This design comes from an exercise in tuning for small area and a short achievable clock period on the open sky130 flow, not from production work.
The RTL was checked by simulation tests, not by an equivalence proof against the original design.
No driver is modelled on the clock port, so clock power and skew are understated where the tree is cut down; a real chip needs a root buffer or a tree.

==> build 62 <==
// int8_mac_tree
module int8_mac_tree (
    input clk,  
    input reset,  
    input signed [7:0] in0,
    input signed [7:0] in1,
    input signed [7:0] in2,
    input signed [7:0] in3,
    input signed [7:0] in4,
    input signed [7:0] in5,
    input signed [7:0] in6,
    input signed [7:0] in7,
    input signed [7:0] in8,
    input signed [7:0] in9,
    input signed [7:0] in10,
    input signed [7:0] in11,
    input signed [7:0] in12,
    input signed [7:0] in13,
    input signed [7:0] in14,
    input signed [7:0] in15,
    output signed [31:0] out,
    output reg signed [15:0] prod0, prod1, prod2, prod3, prod4, prod5, prod6, prod7,
    output signed [17:0] sum_level2_0, sum_level2_1
);
==> flow/config.mk <==
export PLATFORM = sky130hd
export DESIGN_NAME = int8_mac_tree
export DESIGN_NICKNAME = int8_mac_tree
export VERILOG_FILES = /design/flow/design.v
export SDC_FILE = /design/flow/constraint.sdc
export NUM_CORES = 4
export LEC_CHECK = 0
export CAP_MARGIN = 20
export CORE_MARGIN = 2
export CORE_UTILIZATION = 72
export SLEW_MARGIN = 20
export SYNTH_HIERARCHICAL = 1
export SYNTH_MINIMUM_KEEP_SIZE = 0
==> flow/constraint.sdc <==
create_clock -name core_clock -period 12.0 [get_ports {clk}]
set_input_delay 2.4000 -clock core_clock [delete_from_list [all_inputs] [get_ports {clk}]]
set_output_delay 2.4000 -clock core_clock [all_outputs]
set_load 0.01 [all_outputs]
standard.sh (not shown) runs the stock make flow with config.mk's settings and CLKGATE_MAP_FILE= SYNTH_SCRIPT=/design/flow/synth_recipe.tcl, a recipe that flattens the netlist after the stock synthesis.
==> flow/flow/run.sh <==
#!/bin/bash
# Standard layout with three changes:
# - the port buffers are made from a plain buffer cell instead of the delay
#   buffer buffer_ports picks on its own;
# - timing repair aims at a setup slack of 6.1 ns;
# - after CTS, flow/mycts.tcl rebuilds the clock tree with two levels of
#   clkbuf_16 (the clock port drives four of them), see that file.
set -euo pipefail
export BUFFER_PORTS_ARGS="-buffer_cell sky130_fd_sc_hd__buf_1"
export POST_CTS_TCL="$PWD/flow/mycts.tcl"
bash standard.sh SETUP_SLACK_MARGIN=6.1 finish > standard.log 2>&1
==> flow/flow/mycts.tcl <==
# Replace the clock tree that CTS built with a two-level tree: the clock port
# drives four clkbuf_16 buffers directly, each of them drives the leaf clkbuf_16
# buffers of its group, and each leaf buffer feeds the flip-flops of one cluster.
# The clusters come from k-means on the flip-flop locations, then a capacitated
# reassignment so that every leaf drives about the same number of flip-flops
# (and every top buffer the same number of leaves), which keeps the skew small.
# Runs as the POST CTS step hook, inside ORFS cts.tcl.
# ORFS sources this file inside a procedure; run it at global level.
uplevel #0 {
set nleaf 8
if { [info exists ::env(MYCTS_LEAVES)] } { set nleaf $::env(MYCTS_LEAVES) }
set block [ord::get_db_block]
set db [ord::get_db]
set clknet [[$block findBTerm clk] getNet]
puts "mycts: clock port net [$clknet getName] with [llength [$clknet getITerms]] loads"
set bufmaster [$db findMaster sky130_fd_sc_hd__clkbuf_16]

# Walk the clock tree from the port: buffers to remove and the sinks they feed.
set sinks {}
set oldbufs {}
set oldnets {}
proc walk { net } {
  global sinks oldbufs oldnets
  foreach it [$net getITerms] {
    if { [$it isOutputSignal] } { continue }
    set inst [$it getInst]
    set m [[$inst getMaster] getName]
    if { [string match "sky130_fd_sc_hd__clkbuf_*" $m] || [string match "sky130_fd_sc_hd__buf_*" $m] } {
      lappend oldbufs $inst
      foreach ot [$inst getITerms] {
        if { [$ot isOutputSignal] && [$ot getNet] != "NULL" } {
          lappend oldnets [$ot getNet]
          walk [$ot getNet]
        }
      }
    } else {
      lappend sinks $it
    }
  }
}
walk $clknet
puts "mycts: [llength $oldbufs] clock buffers, [llength $sinks] sinks"
# Loads that drive nothing are CTS's dummy loads: removed with the tree.
set ffs {}
set dummies {}
foreach it $sinks {
  set inst [$it getInst]
  set m [[$inst getMaster] getName]
  if { [string match "sky130_fd_sc_hd__df*" $m] } {
    lappend ffs $it
    continue
  }
  foreach ot [$inst getITerms] {
    if { [$ot isOutputSignal] && [$ot getNet] != "NULL" } { error "mycts: unexpected clock sink $m" }
  }
  lappend dummies $inst
}
puts "mycts: [llength $ffs] flip-flops, [llength $dummies] dummy loads"
set sinks $ffs

# Sink locations (centre of the flip-flop).
set pts {}
foreach it $sinks {
  set bb [[$it getInst] getBBox]
  lappend pts [list [expr {([$bb xMin] + [$bb xMax]) / 2.0}] [expr {([$bb yMin] + [$bb yMax]) / 2.0}]]
}
proc kmeans { pts nk } {
  set n [llength $pts]
  set cx 0; set cy 0
  foreach p $pts { set cx [expr {$cx + [lindex $p 0]}]; set cy [expr {$cy + [lindex $p 1]}] }
  set cx [expr {$cx / $n}]; set cy [expr {$cy / $n}]
  set cent {}
  for {set k 0} {$k < $nk} {incr k} {
    set a [expr {2 * 3.14159265 * ($k + 0.5) / $nk}]
    lappend cent [list [expr {$cx + 30000 * cos($a)}] [expr {$cy + 30000 * sin($a)}]]
  }
  for {set iter 0} {$iter < 50} {incr iter} {
    set asg {}
    foreach p $pts {
      set best 0; set bd 1e30
      for {set k 0} {$k < $nk} {incr k} {
        set c [lindex $cent $k]
        set d [expr {abs([lindex $p 0] - [lindex $c 0]) + abs([lindex $p 1] - [lindex $c 1])}]
        if { $d < $bd } { set bd $d; set best $k }
      }
      lappend asg $best
    }
    set newc {}
    for {set k 0} {$k < $nk} {incr k} {
      set sx 0; set sy 0; set cnt 0
      foreach p $pts a $asg {
        if { $a == $k } { set sx [expr {$sx + [lindex $p 0]}]; set sy [expr {$sy + [lindex $p 1]}]; incr cnt }
      }
      if { $cnt > 0 } { lappend newc [list [expr {$sx / $cnt}] [expr {$sy / $cnt}]] } else { lappend newc [lindex $cent $k] }
    }
    set cent $newc
  }
  # Balance: capacitated greedy assignment by distance, then new centres.
  set cap [expr {int(ceil(double($n) / $nk))}]
  for {set iter 0} {$iter < 10} {incr iter} {
    set pairs {}
    set i 0
    foreach p $pts {
      for {set k 0} {$k < $nk} {incr k} {
        set c [lindex $cent $k]
        lappend pairs [list [expr {abs([lindex $p 0] - [lindex $c 0]) + abs([lindex $p 1] - [lindex $c 1])}] $i $k]
      }
      incr i
    }
    set pairs [lsort -real -index 0 $pairs]
    set asg [lrepeat $n -1]
    set cnt [lrepeat $nk 0]
    foreach pr $pairs {
      lassign $pr d i k
      if { [lindex $asg $i] >= 0 || [lindex $cnt $k] >= $cap } { continue }
      lset asg $i $k
      lset cnt $k [expr {[lindex $cnt $k] + 1}]
    }
    set newc {}
    for {set k 0} {$k < $nk} {incr k} {
      set sx 0; set sy 0; set c 0
      foreach p $pts a $asg {
        if { $a == $k } { set sx [expr {$sx + [lindex $p 0]}]; set sy [expr {$sy + [lindex $p 1]}]; incr c }
      }
      if { $c > 0 } { lappend newc [list [expr {$sx / $c}] [expr {$sy / $c}]] } else { lappend newc [lindex $cent $k] }
    }
    set cent $newc
  }
  return [list $cent $asg]
}
lassign [kmeans $pts $nleaf] cent asg
set ntop 4
lassign [kmeans $cent $ntop] tcent tasg

# Remove the old tree.
foreach it $sinks { $it disconnect }
foreach inst $dummies { odb::dbInst_destroy $inst }
foreach inst $oldbufs { odb::dbInst_destroy $inst }
foreach net $oldnets { odb::dbNet_destroy $net }

# Build the new one: the port drives the top buffers, each top buffer drives
# the leaf buffers of its group, each leaf buffer drives its flip-flops.
proc mkbuf { name c innet } {
  global block bufmaster
  set inst [odb::dbInst_create $block $bufmaster $name]
  set net [odb::dbNet_create $block "net_$name"]
  $net setSigType CLOCK
  $inst setLocation [expr {int([lindex $c 0])}] [expr {int([lindex $c 1])}]
  $inst setPlacementStatus PLACED
  [$inst findITerm A] connect $innet
  [$inst findITerm X] connect $net
  return $net
}
set topnets {}
for {set t 0} {$t < $ntop} {incr t} {
  lappend topnets [mkbuf "clktop_$t" [lindex $tcent $t] $clknet]
}
for {set k 0} {$k < $nleaf} {incr k} {
  set net [mkbuf "clkleaf_$k" [lindex $cent $k] [lindex $topnets [lindex $tasg $k]]]
  set cnt 0
  foreach it $sinks a $asg {
    if { $a == $k } { $it connect $net; incr cnt }
  }
  puts "mycts: leaf $k (top [lindex $tasg $k]) drives $cnt sinks"
}
detailed_placement
estimate_parasitics -placement

# Timing repair with the new tree, as cts.tcl does after CTS.
repair_timing_helper
detailed_placement
check_placement -verbose

}
==> build 32 (differences from build 62) <==
==> flow/flow/run.sh (replaced) <==
#!/bin/bash
# Standard layout with three changes:
# - the port buffers are made from a plain buffer cell instead of the delay
#   buffer buffer_ports picks on its own;
# - timing repair aims at a setup slack of 6.0 ns;
# - after CTS, flow/mycts.tcl rebuilds the clock tree with two levels of
#   clkbuf_16 (the clock port drives four of them), see that file.
set -euo pipefail
export BUFFER_PORTS_ARGS="-buffer_cell sky130_fd_sc_hd__buf_1"
export POST_CTS_TCL="$PWD/flow/mycts.tcl"
bash standard.sh SETUP_SLACK_MARGIN=6.0 finish > standard.log 2>&1
==> trial 81 (differences from build 62) <==
==> flow/flow/run.sh (replaced) <==
#!/bin/bash
# Standard layout with three changes:
# - the port buffers are made from a plain buffer cell instead of the delay
#   buffer buffer_ports picks on its own;
# - timing repair aims at a setup slack of 6.0 ns;
# - after CTS, flow/mycts.tcl rebuilds the clock tree with two levels of
#   clkbuf_16 (the clock port drives four of them), see that file.
set -euo pipefail
export BUFFER_PORTS_ARGS="-buffer_cell sky130_fd_sc_hd__buf_1"
export POST_CTS_TCL="$PWD/flow/mycts.tcl"
bash standard.sh SETUP_SLACK_MARGIN=6.0 finish > standard.log 2>&1
--- a/flow/flow/mycts.tcl
+++ b/flow/flow/mycts.tcl
@@ -1,12 +1,7 @@
 # Replace the clock tree that CTS built with a two-level tree: the clock port
 # drives four clkbuf_16 buffers directly, each of them drives the leaf clkbuf_16
 # buffers of its group, and each leaf buffer feeds the flip-flops of one cluster.
-# The clusters come from k-means on the flip-flop locations, then a capacitated
-# reassignment so that every leaf drives about the same number of flip-flops
-# (and every top buffer the same number of leaves), which keeps the skew small.
 # Runs as the POST CTS step hook, inside ORFS cts.tcl.
-# ORFS sources this file inside a procedure; run it at global level.
-uplevel #0 {
 set nleaf 8
 if { [info exists ::env(MYCTS_LEAVES)] } { set nleaf $::env(MYCTS_LEAVES) }
 set block [ord::get_db_block]
@@ -95,37 +90,6 @@
     }
     set cent $newc
   }
-  # Balance: capacitated greedy assignment by distance, then new centres.
-  set cap [expr {int(ceil(double($n) / $nk))}]
-  for {set iter 0} {$iter < 10} {incr iter} {
-    set pairs {}
-    set i 0
-    foreach p $pts {
-      for {set k 0} {$k < $nk} {incr k} {
-        set c [lindex $cent $k]
-        lappend pairs [list [expr {abs([lindex $p 0] - [lindex $c 0]) + abs([lindex $p 1] - [lindex $c 1])}] $i $k]
-      }
-      incr i
-    }
-    set pairs [lsort -real -index 0 $pairs]
-    set asg [lrepeat $n -1]
-    set cnt [lrepeat $nk 0]
-    foreach pr $pairs {
-      lassign $pr d i k
-      if { [lindex $asg $i] >= 0 || [lindex $cnt $k] >= $cap } { continue }
-      lset asg $i $k
-      lset cnt $k [expr {[lindex $cnt $k] + 1}]
-    }
-    set newc {}
-    for {set k 0} {$k < $nk} {incr k} {
-      set sx 0; set sy 0; set c 0
-      foreach p $pts a $asg {
-        if { $a == $k } { set sx [expr {$sx + [lindex $p 0]}]; set sy [expr {$sy + [lindex $p 1]}]; incr c }
-      }
-      if { $c > 0 } { lappend newc [list [expr {$sx / $c}] [expr {$sy / $c}]] } else { lappend newc [lindex $cent $k] }
-    }
-    set cent $newc
-  }
   return [list $cent $asg]
 }
 lassign [kmeans $pts $nleaf] cent asg
@@ -170,5 +134,3 @@
 repair_timing_helper
 detailed_placement
 check_placement -verbose
-
-}
==> qor summary <==
| metric | build 62 | trial 81 | build 32 |
|---|---|---|---|
| Worst Hold Path Cells | 3 | - | 3 |
| Detailed-route wire length on metal 1 | 20300 um | - | 20400 um |
| Global route overflow | 0 | - | 0 |
| Post-DR vias/cell | 5.83 | - | 5.84 |
| Finished Core Util | 77.5% | - | 76.8% |
| DRC violation count after routing | 0 | - | 0 |
| Final Hold Slack | 790 ps | - | 792 ps |
| Max incr delay on CP | 530 ps | - | 450 ps |
| Sequential standard cell area | 0.00368 mm2 | - | 0.00368 mm2 |
| Overall routed net length | 51400 um | - | 50900 um |
| Worst endpoint required time | 12170 ps | - | 12160 ps |
| Number of filler cells placed in the layout | 1860 | - | 1906 |
| Cell Count, Final, Fillers Out | 2460 | - | 2451 |
| Length of routed met2 wiring | 24300 um | - | 23900 um |
| Clock insertion delay at the later pin of the skew report | 300 ps | - | 290 ps |
| Final setup TNS | 0 ps | - | 0 ps |
| Tapcells inserted | 378 | - | 378 |
| Worst Path Arrival | 5970 ps | - | 6090 ps |
| Outcome | timing/DRC/antenna clean | stopped before the end | timing/DRC/antenna clean |
| Last stage reached | - | clock tree synthesis (4_1_cts) | - |
| Worst Setup EP | prod1[13]$_DFF_PP0_ | - | prod1[13]$_DFF_PP0_ |
| Routed len/inst | 20.9 um | - | 20.8 um |
In build 62 and build 32 the design's own scripts or RTL, not TritonCTS, make the clock network.

static timing again, ports no longer ideal:
No port has a modelled driver above. Below, the same layouts with a new extraction and two added sets of constraints.
Step 1 assumes that a clkbuf_16 drives the clock port and a buf_2 every other input.
Step 2 also shifts input and output timing later by t, the mid clock arrival at the registers, as if the neighbouring blocks saw the same clock.
Three values: ideal, step 1, step 2; two values: the first two.
run | t (ns) | setup WS [ns] | clock arrival spread, ns | worst register clock-pin slew, ns | worst data-port slew with drivers (ns)
build 62 | 0.383 | 6.196 / 6.114 / 5.886 | 0.025 / 0.025 | 0.10 / 0.10 | 0.04
build 32 | 0.386 | 6.080 / 6.033 / 5.773 | 0.022 / 0.022 | 0.09 / 0.09 | 0.04
After both steps every run listed still meets setup and hold. The setup slack of build 62, which loses most, moves by -0.082 ns with the drivers and by -0.310 ns with both steps.
